Context: an optimization exercise on an open-source flow, tuned for small area, a short achievable clock period and few clock cycles per item. The choices shown serve that exercise and are no tape-out recipe. In this exercise RTL edits were held to simulation tests only and were not proved equivalent to the original. Power is estimated from default activity; no workload was simulated.

Setup of v9:
// rsa_xcel_naive_RSAXcel
module rsa_xcel_naive_RSAXcel
(
    input  logic clk,
    input  logic reset,
    input  logic [37:0]  xcel_reqstream_msg,    
    input  logic         xcel_reqstream_val,
    output logic         xcel_reqstream_rdy,
    output logic [32:0]  xcel_respstream_msg,   
    output logic         xcel_respstream_val,
    input  logic         xcel_respstream_rdy
);
For scale: about 1800 cells after synthesis, roughly 270 flip-flops, roughly 77 I/O pins, roughly 0.021 mm² of cells after synthesis.
Settings: LEC_CHECK=0, CAP_MARGIN=20, CORE_MARGIN=2, CORE_UTILIZATION=40, GPL_ROUTABILITY_DRIVEN=0, GPL_TIMING_DRIVEN=1, PLACE_DENSITY=0.6, SETUP_SLACK_MARGIN=5, SLEW_MARGIN=20; clock period 15.0 ns.
run.sh (not shown) runs the stock make flow with config.mk's settings and CLKGATE_MAP_FILE= SYNTH_SCRIPT=/design/flow/synth_recipe.tcl, a recipe that flattens the netlist after the stock synthesis.
The final layout from v9, which completed every stage, passed the timing, DRC and antenna checks at the end of the flow.
Testbench counts of v9, summed over its fixed seeds: cycles 70,518, items 192.
Modified inputs, v58 compared to v9
# v9
export LEC_CHECK = 0
export CAP_MARGIN = 20
export CORE_MARGIN = 2
export CORE_UTILIZATION = 40
export GPL_ROUTABILITY_DRIVEN = 0
export GPL_TIMING_DRIVEN = 1
export PLACE_DENSITY = 0.6
export SETUP_SLACK_MARGIN = 5
export SLEW_MARGIN = 20
create_clock -name core_clock -period 15.0 [get_ports {clk}]
# v58
export LEC_CHECK = 0
export CAP_MARGIN = 20
export CORE_MARGIN = 2
export CORE_UTILIZATION = 40
export GPL_ROUTABILITY_DRIVEN = 0
export GPL_TIMING_DRIVEN = 0
export PLACE_DENSITY = 0.6
export SLEW_MARGIN = 20
create_clock -name core_clock -period 15.0 [get_ports {clk}]
==> flow/flow/run.sh (new file) <==
#!/bin/bash
# Standard ORFS layout, with timing repair aiming below the clock period.
set -euo pipefail
bash standard.sh SETUP_SLACK_MARGIN=10.2 GPL_TIMING_DRIVEN=1 CTS_BUF_LIST=sky130_fd_sc_hd__clkbuf_8 finish > standard_flow.log 2>&1
==> flow/standard.sh (new file) <==
#!/bin/bash
# synth_recipe.tcl (not shown) runs the flow's synth.tcl, then flattens the netlist and writes it again
# the make line also repeats each setting of config.mk as NAME=value (left out here)
make -C /OpenROAD-flow-scripts/flow DESIGN_CONFIG=/design/flow/config.mk WORK_HOME=/design/flow/orfs CLKGATE_MAP_FILE= SYNTH_SCRIPT=/design/flow/synth_recipe.tcl "${@:-finish}"
removed: flow/run.sh
[summary]
Final area (v9 / v58): 0.943. Compare v9 and v58 | worst setup slack higher: v58. Clock tree buffer count of the final layout, v58 vs v9: up by more than 10%.
Here is what was changed in the inputs of v21 compared with v58.
==> flow/flow/run.sh <==
#!/bin/bash
# Standard ORFS layout, with timing repair aiming below the clock period and
# plain buffers on the ports; the generic gate mapping before the full-adder
# extraction is skipped, which leaves the adder rows without inverters.
set -euo pipefail
bash standard.sh SETUP_SLACK_MARGIN=10.2 GPL_TIMING_DRIVEN=1 SYNTH_ARGS=-noabc \
    "BUFFER_PORTS_ARGS=-buffer_cell sky130_fd_sc_hd__buf_2" finish > standard_flow.log 2>&1
==> summary.txt <==
v21 ended with every stage complete and zero timing, DRC or antenna violations.
The estimated power of v21 ends up higher than the estimate for v58.
v21: clock-buffer cell count is 24% lower than what v58 reported.
Compared to v58, v21 has insertion delay of the later-clocked pin in the worst-skew pair 0.08 ns lower.
Summary of the comparison: final routed wire length divided by cell count is higher in v21, relative to v58.
Power per cell area, v21 and v58: larger value in v21
Number of buffers inserted for hold repair after clock tree synthesis: v21 vs v58 identical
Relative to v58, the met1 usage in global routing of v21 is lower by 0.80 points.
Summary of v21 over v58: fraction of the mapped netlist area in adder cells grew by 0.28 points, worst-case vdd ir drop higher, internal power summed over all cells +5.2%, hold slack rose 0.0048 ns.
--- input diff v21..v38 ---
==> flow/flow/run.sh <==
#!/bin/bash
# Standard ORFS layout, with timing repair aiming below the clock period and
# plain buffers on the ports.
set -euo pipefail
bash standard.sh SETUP_SLACK_MARGIN=10.2 GPL_TIMING_DRIVEN=1 \
    "BUFFER_PORTS_ARGS=-buffer_cell sky130_fd_sc_hd__buf_2" finish > standard_flow.log 2>&1
==> comparison <==
Via count sits higher in v38 than in v21.
When the final numbers for v38 and v21 were put side by side, the post-route clock period utilization turned out to be greater in v21.
Relative to v21, the number of antenna violations at the first check in global routing of v38 is lower by 4.
In v38 relative to v21, routed wire length had gone up slightly.
v21 and v38 ended up with roughly the same switching share of power.
Leakage power in v38 vs v21: down about 2%

==> static timing again, ports no longer ideal <==
In the flow no input, the clock included, has a driving cell. The finished layouts below were timed again as built, in two steps. Step 1 assumes that a clkbuf_16 drives the clock port and a buf_2 every other input. Step 2 also shifts input and output timing later by t, the mid clock arrival at the registers, as if the neighbouring blocks saw the same clock. Slacks: ideal ports / drivers / drivers and shift; pairs: ideal ports / drivers.
| run | shift t [ns] | setup WS [ns] | hold WS [ns] | worst register clock-pin slew, ns | cell pins on the clock port's net |
|---|---|---|---|---|---|
| v9 | 0.603 | 8.797 / 8.797 / 8.797 | 0.550 / 0.550 / 0.550 | 0.06 / 0.06 | 1 |
| v58 | 0.669 | 9.958 / 9.935 / 9.774 | 0.522 / 0.522 / 0.522 | 0.07 / 0.07 | 1 |
| v21 | 0.597 | 9.950 / 9.950 / 9.950 | 0.527 / 0.527 / 0.527 | 0.06 / 0.06 | 1 |
| v38 | 0.595 | 10.037 / 10.037 / 10.037 | 0.539 / 0.539 / 0.539 | 0.06 / 0.06 | 1 |
After both steps every run listed still meets setup and hold. For v58, which loses most, drivers alone change the setup slack by -0.023 ns; drivers and shift together by -0.184 ns.
